Background: an optimization exercise with open tools, aiming at small area. Do not read the settings as production practice. No run shown here included a check of the RTL's function; only the layout flow was run. Power and IR drop assume default switching activity.

===== flow/config.mk =====
export PLATFORM = sky130hd
export DESIGN_NAME = LaccpFineOffset
export DESIGN_NICKNAME = LaccpFineOffset
export VERILOG_FILES = /design/flow/design.v
export SDC_FILE = /design/flow/constraint.sdc
export NUM_CORES = 4
export LEC_CHECK = 0
export CAP_MARGIN = 20
export CORE_MARGIN = 2
export CORE_UTILIZATION = 40
export SLEW_MARGIN = 20

===== flow/constraint.sdc =====
create_clock -name core_clock -period 8.0 [get_ports {clk}]
set_input_delay 1.6000 -clock core_clock [delete_from_list [all_inputs] [get_ports {clk}]]
set_output_delay 1.6000 -clock core_clock [all_outputs]
set_load 0.01 [all_outputs]

===== flow/standard.sh =====
#!/bin/bash
# synth_recipe.tcl (not shown) runs the flow's synth.tcl, then flattens the netlist and writes it again
# the make line also repeats each setting of config.mk as NAME=value (left out here)
make -C /OpenROAD-flow-scripts/flow DESIGN_CONFIG=/design/flow/config.mk WORK_HOME=/design/flow/orfs CLKGATE_MAP_FILE= SYNTH_SCRIPT=/design/flow/synth_recipe.tcl "${@:-finish}"

===== flow/design.v =====
`timescale 1ns / 1ps
module LaccpFineOffset (
    input  wire               clk,
    input  wire [8:0]         cntValueInitSec,
    input  wire [8:0]         cntValueSlaveInitSec,
    input  wire [4:0]         idelayTapSec,
    input  wire signed [3:0]  serdesLatencySec,
    input  wire [8:0]         cntValueInitPri,
    input  wire [8:0]         cntValueSlaveInitPri,
    input  wire [4:0]         idelayTapPri,
    input  wire signed [3:0]  serdesLatencyPri,
    input  wire signed [11:0] calibDelay,
    input  wire signed [11:0] calibDelayRx,
    output reg  signed [15:0] fineOffset
);
    reg [5:0]  cnt;
    reg [8:0]  r1, r2;
    reg [15:0] T;
    reg [19:0] acc;
    wire       endP = cnt[5];
    wire [4:0] j    = cnt[4:0];
    wire [8:0] c  = endP ? cntValueInitPri      : cntValueInitSec;
    wire [8:0] s  = endP ? cntValueSlaveInitPri : cntValueSlaveInitSec;
    wire [4:0] t  = endP ? idelayTapPri         : idelayTapSec;
    wire [3:0] l  = endP ? serdesLatencyPri     : serdesLatencySec;
    wire c_zero = (c == 9'd0);
    wire c_ge54 = (c >= 9'd54);
    wire c_ge56 = (c >= 9'd56);
    wire div_act = (j >= 5'd5)  && (j <= 5'd23);
    wire step0   = (j == 5'd5);
    wire horner  = (j >= 5'd12) && (j <= 5'd23);
    wire mult    = (j >= 5'd24) && (j <= 5'd28);
    wire [2:0] mi = j[2:0];              
    wire frc     = (cnt == 6'd28);
    wire cdr_cyc = (cnt == 6'd61);
    wire ld_cyc  = (cnt == 6'd62);
    wire [8:0]  x1 = c - 9'd54;
    wire        ok1 = div_act && c_ge56;
    wire        ok2 = div_act && (s[8:1] != 8'd0) && !c_zero;
    wire [9:0]  w1 = {r1, step0};
    wire [9:0]  w2 = {r2, step0};
    wire [9:0]  xb1 = ~{1'b0, x1};
    wire [9:0]  xb2 = ~{1'b0, s};
    wire [10:0] k1, k2;
    wire [9:0]  d1, d2;
    assign k1[0] = 1'b1;
    assign k2[0] = 1'b1;
    genvar i;
    generate for (i = 0; i < 10; i = i + 1) begin : g_div
        assign d1[i]   = w1[i] ^ xb1[i] ^ k1[i];
        assign k1[i+1] = (w1[i] & xb1[i]) | (k1[i] & (w1[i] ^ xb1[i]));
        assign d2[i]   = w2[i] ^ xb2[i] ^ k2[i];
        assign k2[i+1] = (w2[i] & xb2[i]) | (k2[i] & (w2[i] ^ xb2[i]));
    end endgenerate
    wire q1 = ok1 && k1[10];
    wire q2 = ok2 && k2[10];
    always @(posedge clk) begin
        r1 <= q1 ? d1[8:0] : w1[8:0];
        r2 <= q2 ? d2[8:0] : w2[8:0];
    end
    wire [3:0] h = j[3:0] - 4'd12;    
    wire inj = horner && ((c_zero && (h == 4'd1 || h == 4'd3)) ||
                          (!c_zero && !c_ge54 && h == 4'd9));
    wire q1e = (q1 && horner) || inj;
    wire q2e = q2 && horner;
    wire [11:0] tc;
    assign tc[0] = 1'b0;
    assign tc[1] = q1e & q2e;
    generate for (i = 1; i < 11; i = i + 1) begin : g_t
        assign tc[i+1] = T[i-1] & tc[i];
    end endgenerate
    always @(posedge clk) begin
        T[0] <= q1e ^ q2e;
        T[11:1] <= T[10:0] ^ tc[11:1];
        T[15:12] <= mult ? T[14:11] : 4'd0;
    end
    wire        tb  = mult && t[mi];
    wire        s0  = mult && (mi == 3'd0);
    wire        s1  = mult && (mi == 3'd1);
    wire        us  = !c_zero;
    wire [5:0]  hi  = s0 ? {l[3], l[3], l} : (s1 ? {2'b00, us, 2'b00, !us} : 6'd0);
    wire [19:0] op_t = tb ? {4'd0, T} : 20'd0;
    wire [19:0] op_k = ld_cyc  ? {{4{calibDelay[11]}},   calibDelay,   4'd0} :
                       cdr_cyc ? {{4{calibDelayRx[11]}}, calibDelayRx, 4'd0} : 20'd0;
    wire [19:0] op   = op_t | op_k | {hi, 14'd0};
    wire        sub  = endP && (mult || cdr_cyc);
    wire [19:0] ob   = op ^ {20{sub}};
    wire [19:0] a_in = ld_cyc ? 20'd0 : acc;
    wire [20:0] ac;
    wire [19:0] sum;
    assign ac[0] = sub;
    generate for (i = 0; i < 20; i = i + 1) begin : g_acc
        assign sum[i]  = a_in[i] ^ ob[i] ^ ac[i];
        assign ac[i+1] = (a_in[i] & ob[i]) | (ac[i] & (a_in[i] ^ ob[i]));
    end endgenerate
    always @(posedge clk) begin
        acc <= {sum[19:4], sum[3:0] | {4{frc}}};
        if (ld_cyc)
            fineOffset <= {acc[19], acc[19:5]};
        cnt <= cnt + 6'd1;
    end
endmodule

===== flow/flow/run.sh =====
#!/bin/bash
# Standard ORFS flow (the standard.sh) with two changes:
#  - ports are buffered with sky130_fd_sc_hd__buf_1 (the smallest buffer)
#    instead of the cell buffer_ports picks by default;
#  - CTS uses small clock buffers and inserts no dummy loads.
set -euo pipefail
export BUFFER_PORTS_ARGS="-buffer_cell sky130_fd_sc_hd__buf_1"
export CTS_ARGS="-sink_clustering_enable -repair_clock_nets -dont_use_dummy_load -buf_list {sky130_fd_sc_hd__clkbuf_4 sky130_fd_sc_hd__clkbuf_8}"
bash standard.sh > standard_flow.log 2>&1

==> results of run 1 <==
-- Yosys cell counts, types with 10 or more instances --
cell type,number,area share [%]
nand3_1,10,1.1
xor2_1,10,2.0
buf_2,12,1.4
xnor2_1,22,4.4
nand2_1,30,2.6
mux2i_1,20,4.5
a21oi_1,10,1.1
mux2_2,23,5.9
fa_1,34,15
a22o_1,10,2.0
ha_1,18,5.1
inv_1,32,2.7
edfxtp_1,15,10
dfxtp_1,60,27
-- per-layer routing --
metal / wire length (µm) / vias up / GRT usage, %
met2: 3960 / 74 / 25.1
met4: 102 / 0 / 5.22
li1: - / 1567 / -
met1: 4090 / 1459 / 20.2
met5: 0 / - / 0
met3: 387 / 8 / 2.33
-- metrics by stage --
step	TNS, ps	utilization (%)	hold WS, ps	instances	setup WS [ps]
after detailed placement	-4060	46.8	418	628	-1300
after global placement	-3750	46.8	415	628	-1230
after CTS	-2360	48.2	435	639	-920
final	-2170	48.3	434	640	-868
after floorplan	-3130	-	408	392	-1100
after global routing	-3140	48.3	446	640	-1130
-- flip-flops by register name, summed over array words and instances (netlist names) --
name,flops
acc,20
T,16
fineOffset,15
r1,9
r2,9
cnt,6
-- how the worst min path moves through the flow --
stage                          startpoint                 endpoint  slack [ps]  cells after the start
after CTS                 acc[14]$_DFF_P_  fineOffset[9]$_DFFE_PP_         440                      0
final                     acc[14]$_DFF_P_  fineOffset[9]$_DFFE_PP_         430                      0
after detailed placement   acc[5]$_DFF_P_  fineOffset[0]$_DFFE_PP_         420                      0
after floorplan            acc[5]$_DFF_P_  fineOffset[0]$_DFFE_PP_         410                      0
after global placement    acc[11]$_DFF_P_  fineOffset[6]$_DFFE_PP_         420                      0
after global routing      acc[10]$_DFF_P_  fineOffset[5]$_DFFE_PP_         450                      0
-- cells in the final DEF, fill, tap and decap left out, types with 10 or more instances in the layout --
master and n:
buf_1 94, nand2_1 29, a21oi_1 10, xnor2_1 22, fa_2 18, dfxtp_1 59
buf_4 25, nand3_1 10, mux2i_1 20, a22o_1 10, ha_1 18, fa_1 16
mux2_2 23, inv_1 32, edfxtp_1 15
-- report_power, final --
group / switching (W) / total, W / internal, W
clock: 0.000122 / 0.000222 / 0.000101
sequential: 0.00000305 / 0.000392 / 0.000389
combinational: 0.0000242 / 0.0000475 / 0.0000234
total: 0.000149 / 0.000662 / 0.000513
-- area by class of cell --
type                    count  area (µm²)
repair buffers            119         541
fillers                   995        5580
clock buffers               9         124
inverters                  32         120
well taps                 140         175
flip-flops and latches     75        1650
multi-input cells         265        2600
-- critical path, delay by kind of cell --
kind / cells / cell delay [ps]
AOI/OAI and AO/OA: 3 / 390
xor gates and xnor gates: 2 / 290
adders and majority gates: 18 / 6060
buffers and inverters: 2 / 120
muxes: 1 / 490
and+or+nand+nor: 1 / 130
-- cell families after synthesis --
kind of cell               after synthesis  share of synthesized area (%)
buffers and inverters                   52                           5.36
adders and majority gates               52                           20.5
DFF                                     75                           37.4
AOI/OAI and AO/OA                       55                           10.1
muxes                                   44                           10.9
and+or+nand+nor                         82                           9.31
xor gates and xnor gates                32                           6.35
-- timing repair --
item                                    4_1_cts  5_1_grt
pin swaps                                     3        1
setup buffers                                 2        1
gates cloned                                  0        0
endpoints found under the setup margin        4        4
resized for setup                             1        0
==> key figures, run 1 <==
CTS
  – Num Clock Sinks: 75
  – Root Buffer: clkbuf_8
  – Hold-fix buffers at CTS: 0
  – Clk slew on worst S/H paths: 80 ps
  – # H-tree levels: 3
  – Worst-skew pair later-pin latency: 350 ps
  – Num CTS Buffers: 9
  – Max Buffers Root-to-Sink: 2
  – TritonCTS clock tree: built

Setup path
  – CP Launch Point: idelayTapPri[1]
  – Crit path required time: 8230 ps
  – Reg-to-Reg End: acc[19]$_DFF_P_
  – Flop-to-flop setup slack: 10 ps
  – CP max-delay cell: mux4_2
  – Setup crit end kind: flop
  – Worst-path maximum fanout: 5
  – CP most frequent cell: fa_2
  – FF-to-FF Start: cnt[5]$_DFF_P_
  – Critical path class: primary input to flop
  – Slowest Stage Delay on Critical Path: 490 ps
  – CP Launch Type: primary input
  – CP Data Arrival Time: 9100 ps
  – Depth of the most critical reg-to-reg path: 26
  – End point of the critical path: acc[19]$_DFF_P_

Global route
  – Gr usage total: 15.2%
  – First-pass GRT wire length: 13900 µm
  – Initial antenna violation count: 0
  – Vias in the first global route: 3066
  – Largest net degree at the start of global routing: 38
  – GR Overflow Total: 0

Timing
  – Slew Limit Fails: 0
  – Final hold violation count: 0
  – PnR worst setup slack: -868 ps
  – Max Fclk: 113 MHz
  – Unrepaired setup endpoints after global routing: yes
  – Final count of negative-setup-slack endpoints: 4
  – Setup Skew: 27.4 ps
  – Slew at the pin with the worst max-slew slack: 694 ps
  – Rel. slew slack: 53.3%
  – Fin crit share: 111%
  – Min Tclk post-route: 8870 ps

Die
  – Std cell rows: 38
  – Die footprint: 11900 µm²
  – DIE WIDTH: 109 µm
  – Initial Util: 40.9%
  – I/O pin count: 95
  – CORE AREA: 10800 µm²
  – Die Height: 109 µm

Placement
  – Final HPWL DP: 6850 µm
  – Placed cell areas: 5060 µm²
  – I/O Buffers: 94
  – GP Congestion: 0.842

Yosys
  – Syn_area_per_cell: 11.3 µm²
  – Flop and latch count out of synthesis: 75
  – EDFF count, synth: 15
  – Post-Synthesis Cells: 392
  – Count of different cell masters after synthesis: 55
  – Yosys warning count: 1
  – Mapped cell area: 4410 µm²
  – Syn Nets: 523
  – Seq/Total Area, Yosys: 37.4%
  – Ys flop type: dfxtp_1
  – Post-synth ARST share: 0%

Layout
  – Layout cells sized above 1: 18.8%
  – Ant. Diodes: 0
  – Fin area: 5210 µm²
  – Layout area overhead: 18.1%
  – # nets final: 633

Power
  – Total power: 0.000662 W
  – Leakage: 2.00 nW
  – Pwr per Cell Area: 127 nW/µm²
  – VDD IR max: 50.6 µV

Routing
  – Via Count: 3108
  – # DRC: 0
  – Vias per std cell: 4.86
  – Routed len/inst: 13.3 µm
  – Drt first pass iters: 4
  – DR iter-0 viols: 61
  – Total Routed Length: 8540 µm
  – Final antenna-violating net count: 0

Status
  – Status: failed layout checks
  – SO Viols: negative setup slack

Worst hold path
  – Hold Crit Class: flop to flop

Flow run
  – Maxcap violations: 0
==> run 2: changes to the inputs <==
--- a/flow/design.v
+++ b/flow/design.v
@@ -14,9 +14,10 @@
     output reg  signed [15:0] fineOffset
 );
     reg [5:0]  cnt;
-    reg [8:0]  r1, r2;
+    reg [8:0]  n1, n2;       
     reg [15:0] T;
     reg [19:0] acc;
+    reg        cy;
     wire       endP = cnt[5];
     wire [4:0] j    = cnt[4:0];
     wire [8:0] c  = endP ? cntValueInitPri      : cntValueInitSec;
@@ -33,30 +34,30 @@
     wire [2:0] mi = j[2:0];              
     wire frc     = (cnt == 6'd28);
     wire cdr_cyc = (cnt == 6'd61);
-    wire ld_cyc  = (cnt == 6'd62);
+    wire ld_cyc  = (cnt == 6'd63);
     wire [8:0]  x1 = c - 9'd54;
     wire        ok1 = div_act && c_ge56;
     wire        ok2 = div_act && (s[8:1] != 8'd0) && !c_zero;
-    wire [9:0]  w1 = {r1, step0};
-    wire [9:0]  w2 = {r2, step0};
-    wire [9:0]  xb1 = ~{1'b0, x1};
-    wire [9:0]  xb2 = ~{1'b0, s};
+    wire [9:0]  nw1 = {n1, !step0};
+    wire [9:0]  nw2 = {n2, !step0};
+    wire [9:0]  xa1 = {1'b0, x1};
+    wire [9:0]  xa2 = {1'b0, s};
     wire [10:0] k1, k2;
-    wire [9:0]  d1, d2;
-    assign k1[0] = 1'b1;
-    assign k2[0] = 1'b1;
+    wire [9:0]  e1, e2;
+    assign k1[0] = 1'b0;
+    assign k2[0] = 1'b0;
     genvar i;
     generate for (i = 0; i < 10; i = i + 1) begin : g_div
-        assign d1[i]   = w1[i] ^ xb1[i] ^ k1[i];
-        assign k1[i+1] = (w1[i] & xb1[i]) | (k1[i] & (w1[i] ^ xb1[i]));
-        assign d2[i]   = w2[i] ^ xb2[i] ^ k2[i];
-        assign k2[i+1] = (w2[i] & xb2[i]) | (k2[i] & (w2[i] ^ xb2[i]));
+        assign e1[i]   = nw1[i] ^ xa1[i] ^ k1[i];
+        assign k1[i+1] = (nw1[i] & xa1[i]) | (k1[i] & (nw1[i] ^ xa1[i]));
+        assign e2[i]   = nw2[i] ^ xa2[i] ^ k2[i];
+        assign k2[i+1] = (nw2[i] & xa2[i]) | (k2[i] & (nw2[i] ^ xa2[i]));
     end endgenerate
-    wire q1 = ok1 && k1[10];
-    wire q2 = ok2 && k2[10];
+    wire q1 = ok1 && !k1[10];
+    wire q2 = ok2 && !k2[10];
     always @(posedge clk) begin
-        r1 <= q1 ? d1[8:0] : w1[8:0];
-        r2 <= q2 ? d2[8:0] : w2[8:0];
+        n1 <= q1 ? e1[8:0] : nw1[8:0];
+        n2 <= q2 ? e2[8:0] : nw2[8:0];
     end
     wire [3:0] h = j[3:0] - 4'd12;    
     wire inj = horner && ((c_zero && (h == 4'd1 || h == 4'd3)) ||
@@ -88,13 +89,20 @@
     wire [19:0] a_in = ld_cyc ? 20'd0 : acc;
     wire [20:0] ac;
     wire [19:0] sum;
+    wire [19:0] cin;
     assign ac[0] = sub;
     generate for (i = 0; i < 20; i = i + 1) begin : g_acc
-        assign sum[i]  = a_in[i] ^ ob[i] ^ ac[i];
-        assign ac[i+1] = (a_in[i] & ob[i]) | (ac[i] & (a_in[i] ^ ob[i]));
+        if (i == 10) begin : g_cut
+            assign cin[i] = cy && !ld_cyc;
+        end else begin : g_rip
+            assign cin[i] = ac[i];
+        end
+        assign sum[i]  = a_in[i] ^ ob[i] ^ cin[i];
+        assign ac[i+1] = (a_in[i] & ob[i]) | (cin[i] & (a_in[i] ^ ob[i]));
     end endgenerate
     always @(posedge clk) begin
         acc <= {sum[19:4], sum[3:0] | {4{frc}}};
+        cy  <= ac[10];
         if (ld_cyc)
             fineOffset <= {acc[19], acc[19:5]};
         cnt <= cnt + 6'd1;
==> flow/flow/run.sh (replaced) <==
#!/bin/bash
# Standard ORFS flow (the standard.sh) with two changes:
#  - ports are buffered with sky130_fd_sc_hd__buf_1 (the smallest buffer)
#    instead of the cell buffer_ports picks by default;
#  - CTS uses small clock buffers, larger sink clusters and no dummy loads.
set -euo pipefail
export BUFFER_PORTS_ARGS="-buffer_cell sky130_fd_sc_hd__buf_1"
export CTS_ARGS="-sink_clustering_enable -repair_clock_nets -dont_use_dummy_load -sink_clustering_size 30 -sink_clustering_max_diameter 100 -buf_list {sky130_fd_sc_hd__clkbuf_4 sky130_fd_sc_hd__clkbuf_8}"
bash standard.sh > standard_flow.log 2>&1
==> key figures, run 2 <==
Routing
  – Via Count: 3279
  – Final antenna-violating net count: 0
  – DR iter-0 viols: 104
  – Routed len/inst: 13.8 µm
  – # DRC: 0
  – Drt first pass iters: 6
  – Total Routed Length: 8830 µm
  – Vias per std cell: 5.12

Timing
  – Fin crit share: 89.1%
  – Min Tclk post-route: 7130 ps
  – Worst hold slack: 434 ps
  – Rel. slew slack: 57.6%
  – Setup Skew: 22.6 ps
  – Slew Limit Fails: 0
  – Setup TNS: 0 ps
  – Unrepaired setup endpoints after global routing: no
  – Final count of negative-setup-slack endpoints: 0
  – Final hold violation count: 0
  – Max Fclk: 140 MHz
  – Slew at the pin with the worst max-slew slack: 635 ps
  – PnR worst setup slack: 873 ps

CTS
  – # H-tree levels: 3
  – Setup Buffers After CTS: 0
  – Num Clock Sinks: 76
  – Max Buffers Root-to-Sink: 2
  – TritonCTS clock tree: built
  – Root Buffer: clkbuf_8
  – Num CTS Buffers: 9
  – Hold-fix buffers at CTS: 0
  – Clk slew on worst S/H paths: 80 ps
  – Post_cts resized: 0
  – Worst-skew pair later-pin latency: 340 ps

Global route
  – Initial antenna violation count: 0
  – First-pass GRT wire length: 14900 µm
  – Largest net degree at the start of global routing: 27
  – GR Overflow Total: 0
  – Vias in the first global route: 3261
  – Gr usage total: 14.9%

Yosys
  – Commonest cells in the netlist: dfxtp_1, nand2_1, inv_1, fa_1, mux2_2
  – Yosys warning count: 1
  – Mapped cell area: 4550 µm²
  – Post-synth ARST share: 0%
  – Syn Nets: 544
  – Leading post-synthesis cells by cell area: dfxtp_1, fa_1, edfxtp_1, mux2_2, ha_1
  – Seq/Total Area, Yosys: 36.7%
  – Yosys top cell by area: dfxtp_1
  – Count of different cell masters after synthesis: 55
  – Top cell type's share of synthesized area: 26.8%
  – Syn_area_per_cell: 11.0 µm²
  – Post-Synthesis Cells: 414
  – Most numerous cell in the Yosys netlist: dfxtp_1
  – Ys flop type: dfxtp_1
  – EDFF count, synth: 15
  – Flop and latch count out of synthesis: 76

Setup path
  – CP Data Arrival Time: 7370 ps
  – CP Launch Type: primary input
  – Flop-to-flop setup slack: 1110 ps
  – Reg-to-Reg End: T[11]$_DFF_P_
  – FF-to-FF Start: cnt[0]$_DFF_P_
  – Setup crit end kind: flop
  – End point of the critical path: T[11]$_DFF_P_
  – Worst-path maximum fanout: 3
  – CP max-delay cell: fa_1
  – Critical path class: primary input to flop
  – Slowest Stage Delay on Critical Path: 420 ps
  – Crit path required time: 8240 ps
  – Critical path depth in cells: 26
  – Bufs and invs on worst path: 2
  – CP Launch Point: cntValueInitPri[1]
  – CP most frequent cell: ha_1
  – Depth of the most critical reg-to-reg path: 26
  – Delay-heaviest family, CP: adder cells

Worst hold path
  – Hold Crit Class: flop to flop
  – Hold path depth: 0

Power
  – Leakage: 1.84 nW
  – VDD IR max: 71.4 µV
  – Pwr per Cell Area: 170 nW/µm²

Layout
  – Most common cell after layout, fill and taps aside: buf_1
  – Ant. Diodes: 0
  – Layout cells sized above 1: 11.2%
  – Biggest regs: acc x20, T x16, fineOffset x15
  – Most flops, register: acc
  – Layout area overhead: 12.1%
  – Most frequent cells in the layout: buf_1, dfxtp_1, nand2_1
  – Fin area: 5100 µm²
  – # nets final: 632
  – Max reg flops: 20

Die
  – Die Height: 111 µm
  – Std cell rows: 38
  – DIE WIDTH: 111 µm
  – I/O pin count: 95
  – CORE AREA: 11000 µm²
  – Die footprint: 12200 µm²
  – Initial Util: 41.4%

Placement
  – Final HPWL DP: 6870 µm
  – Placed cell areas: 4980 µm²
  – I/O Buffers: 94
  – Worst slack, placed: 500 ps
  – GP Congestion: 0.766

Flow run
  – Maxcap violations: 0

Status
  – Status: timing/DRC/antenna clean
==> run 2: layer usage <==
metal	share of wire (%)	global-route usage [%]	up-vias
met1	46	19.6	1548
met3	5.1	2.69	17
met5	0	0	-
met4	2.1	6.42	0
met2	47	24.1	100
li1	-	-	1614
==> run 2: kinds of logic after synthesis <==
family                   after synthesis  share of synthesized area (%)
AND/OR/NAND/NOR                       98                           11.6
AO/OA/AOI/OAI                         58                           9.82
multiplexers                          40                           9.87
flip-flops                            76                           36.7
adder cells (fa/ha/maj)               51                           19.6
XOR/XNOR                              33                           6.35
buffers and inverters                 58                           6.02
==> run 2: final cells by class <==
type	instances	area, µm²
Tap cell	140	175
Multi-Input combinational cell	280	2600
Clock buffer	9	124
Timing Repair Buffer	99	390
Sequential cell	76	1670
Inverter	36	135
Fill cell	1069	5880
==> run 2: stage by stage <==
| stage | power, W | util (%) | instances |
|---|---|---|---|
| after global routing | 0.000932 | 46.4 | 640 |
| after CTS | 0.000885 | 46.4 | 640 |
| after global placement | 0.000651 | 45.3 | 631 |
| after floorplan | 0.000604 | - | 414 |
| final | 0.000869 | 46.4 | 640 |
| after detailed placement | 0.000665 | 45.3 | 631 |
==> run 2: worst min path at each step <==
stage                        start                       to  slack, ps
finish              acc[9]$_DFF_P_  fineOffset[4]$_DFFE_PP_        430
global route        acc[9]$_DFF_P_  fineOffset[4]$_DFFE_PP_        450
CTS                 acc[9]$_DFF_P_  fineOffset[4]$_DFFE_PP_        430
detailed placement  acc[9]$_DFF_P_  fineOffset[4]$_DFFE_PP_        420
global placement    acc[9]$_DFF_P_  fineOffset[4]$_DFFE_PP_        410
floorplan           acc[9]$_DFF_P_  fineOffset[4]$_DFFE_PP_        400
==> run 2: power by group <==
group,internal (W),switching (W),total (W)
sequential,0.000447,0.0000426,0.000489
clock,0.000100,0.000117,0.000218
combinational,0.0000906,0.0000713,0.000162
==> run 3: changes to the inputs <==
--- a/flow/config.mk
+++ b/flow/config.mk
@@ -7,5 +7,6 @@
 export LEC_CHECK = 0
 export CAP_MARGIN = 20
 export CORE_MARGIN = 2
-export CORE_UTILIZATION = 40
+export CORE_UTILIZATION = 65
+export PLACE_DENSITY = 0.75
 export SLEW_MARGIN = 20
==> key figures, run 3 <==
Status
  – Status: timing/DRC/antenna clean

Power
  – Clock share of power: 25.1%
  – VDD IR max: 167 µV
  – Total power: 0.000871 W
  – Net switching power: 0.000233 W
  – Internal Pwr Total: 0.000638 W
  – Switching Share: 26.7%
  – Leakage: 1.84 nW
  – Pwr per Cell Area: 173 nW/µm²
  – Comb power frac: 18.8%
  – Reg power frac: 56.2%

Yosys
  – Count of different cell masters after synthesis: 55
  – Simple-Gate Fraction of Synth Area: 11.6%
  – Syn_area_per_cell: 11.0 µm²
  – Commonest cells in the netlist: dfxtp_1, nand2_1, inv_1, fa_1, mux2_2
  – EDFF count, synth: 15
  – Post-synth ARST share: 0%
  – Yosys top cell by area: dfxtp_1
  – Largest family of logic cells by synthesized area: adder cells
  – Top cell type's share of synthesized area: 26.8%
  – Mapped cell area: 4550 µm²
  – Synth Area in XOR/XNOR: 6.35%
  – Ys flop type: dfxtp_1
  – Area share of fa/ha/maj cells after synthesis: 19.6%
  – Post-Synthesis Cells: 414
  – Flop and latch count out of synthesis: 76
  – Most numerous cell in the Yosys netlist: dfxtp_1
  – Post-synthesis mux area share: 9.87%
  – Post-synthesis compound-gate area fraction: 9.82%
  – Seq/Total Area, Yosys: 36.7%
  – Leading post-synthesis cells by cell area: dfxtp_1, fa_1, edfxtp_1, mux2_2, ha_1
  – Syn Nets: 544
  – Yosys warning count: 1

Layout
  – Filler cells: 512
  – Final Non-Filler Cells: 596
  – Most flops, register: acc
  – Most common cell after layout, fill and taps aside: buf_1
  – Layout area overhead: 10.9%
  – Most frequent cells in the layout: buf_1, dfxtp_1, nand2_1
  – Layout cells sized above 1: 11.2%
  – Ant. Diodes: 0
  – Max reg flops: 20
  – Biggest regs: acc x20, T x16, fineOffset x15
  – Fin area: 5050 µm²
  – # nets final: 632

Global route
  – Met1 usage: 29.8%
  – Largest net degree at the start of global routing: 31
  – Gr busiest metal: met2
  – Gr usage total: 23.6%
  – First-pass GRT wire length: 14000 µm
  – Met3 usage: 3.96%
  – Met2 usage: 39.9%
  – Vias in the first global route: 3165
  – Initial antenna violation count: 0
  – GR Overflow Total: 0

CTS
  – Max Buffers Root-to-Sink: 2
  – Num CTS Buffers: 9
  – # H-tree levels: 3
  – Setup Buffers After CTS: 0
  – Hold-fix buffers at CTS: 0
  – Worst-skew pair later-pin latency: 350 ps
  – Post_cts resized: 0
  – Clk slew on worst S/H paths: 80 ps
  – Num Clock Sinks: 76
  – TritonCTS clock tree: built
  – Root Buffer: clkbuf_8

Placement
  – Final HPWL DP: 6350 µm
  – Placed cell areas: 4920 µm²
  – GP Congestion: 0.786
  – Dpl cells: 587
  – I/O Buffers: 94

Die
  – I/O pin count: 95
  – Initial Util: 67.0%
  – DIE WIDTH: 87.7 µm
  – Std cell rows: 30
  – Die Height: 87.7 µm
  – CORE AREA: 6790 µm²
  – Die footprint: 7680 µm²

Timing
  – Setup Skew: 33.2 ps
  – Slew Limit Fails: 0
  – Final hold violation count: 0
  – Final count of negative-setup-slack endpoints: 0
  – Unrepaired setup endpoints after global routing: no
  – Fin crit share: 90.7%
  – Worst hold slack: 431 ps
  – Setup TNS: 0 ps
  – Slew at the pin with the worst max-slew slack: 624 ps
  – Rel. slew slack: 58.4%
  – Max Fclk: 138 MHz
  – Min Tclk post-route: 7250 ps

Flow run
  – Maxcap violations: 0

Setup path
  – Critical path class: primary input to flop
  – Worst-path maximum fanout: 2
  – Crit path required time: 8240 ps
  – Setup crit end kind: flop
  – CP Launch Type: primary input
  – Slowest Stage Delay on Critical Path: 420 ps
  – CP Data Arrival Time: 7500 ps
  – CP max-delay cell: fa_1
  – CP most frequent cell: ha_1

Routing
  – Vias per std cell: 5.39
  – Via Count: 3213
  – Total Routed Length: 8240 µm
  – Final antenna-violating net count: 0
  – Routed len/inst: 13.8 µm
  – Drt first pass iters: 5
  – DR iter-0 viols: 152
  – # DRC: 0

Worst hold path
  – Hold Crit Class: flop to flop
## run 3: per-stage QoR
step,worst slack [ps],utilization [%]
after floorplan,600,-
after global placement,588,72.4
after detailed placement,411,72.4
after CTS,732,74.3
after global routing,401,74.3
final,747,74.3
## run 3: power groups by stage
stage,combinational (W),sequential [W],clock (W)
after floorplan,0.000118,0.000486,0
after global placement,0.000154,0.000496,0
after detailed placement,0.000167,0.000498,0
after CTS,0.000167,0.000490,0.000222
after global routing,0.000188,0.000500,0.000235
final,0.000163,0.000489,0.000218
## run 3: final timing paths
kind,endpoint,slack [ps],from,depth (start not counted)
max,T[11]$_DFF_P_,750,cntValueInitPri[0],28
min,fineOffset[7]$_DFFE_PP_,430,acc[12]$_DFF_P_,0
max reg2reg,T[11]$_DFF_P_,1040,cnt[1]$_DFF_P_,29
min reg2reg,fineOffset[7]$_DFFE_PP_,430,acc[12]$_DFF_P_,0
## run 3: cell families after synthesis
kind of cell    count (synthesis)
buf+inv                        58
mux                            40
compound gates                 58
simple gates                   98
flops                          76
xor+xnor                       33
fa+ha+maj                      51
## run 3: layout make-up
class / count / area, µm² / share of cell area, %
inverters: 36 / 135 / 2.68
flip-flops and latches: 76 / 1670 / 33.2
repair buffers: 99 / 390 / 7.74
clock buffers: 9 / 124 / 2.45
multi-input cells: 280 / 2600 / 51.6
well taps: 96 / 120 / 2.38
## run 3: routing by layer
layer  share of wire [%]  up-vias  wire (µm)
li1                    -     1605          -
met1                  44     1502       3590
met2                  49       87       4080
met3                 4.8       19        393
met4                 2.2        0        182
met5                   0        -          0
## run 3: critical path: cells and delay by family
kind,cells,cell delay (ps)
muxes,1,170
buffers and inverters,3,220
and+or+nand+nor,1,60
adders and majority gates,20,5100
AOI/OAI and AO/OA,2,180
xor gates and xnor gates,1,140

[port drivers added, routing unchanged]
No port has a modelled driver above. Below, the same layouts with a new extraction and two added sets of constraints.
Step 1: set_driving_cell puts a clkbuf_16 on clk and a buf_2 on each other input, an assumption about the parent block.
Step 2 moves the port delays by t, midway between the first and last clock arrival at a register: inputs arrive t later, outputs are due t later. That takes back most of the time a late clock gives input paths.
a / b / c = ideal ports / drivers / drivers and shift; a / b = the first two.
run | t (ns) | setup slack, ns | worst setup path after step 2 | slew at the worst register clock pin (ns)
run 1 | 0.364 | -0.868 / -0.865 / -1.229 | input to register | 0.09 / 0.09
run 2 | 0.366 | 0.873 / 0.887 / 0.521 | input to register | 0.08 / 0.08
run 3 | 0.362 | 0.747 / 0.754 / 0.392 | input to register | 0.08 / 0.08
For run 1, which loses most, drivers alone change the setup slack by +0.003 ns; drivers and shift together by -0.361 ns.
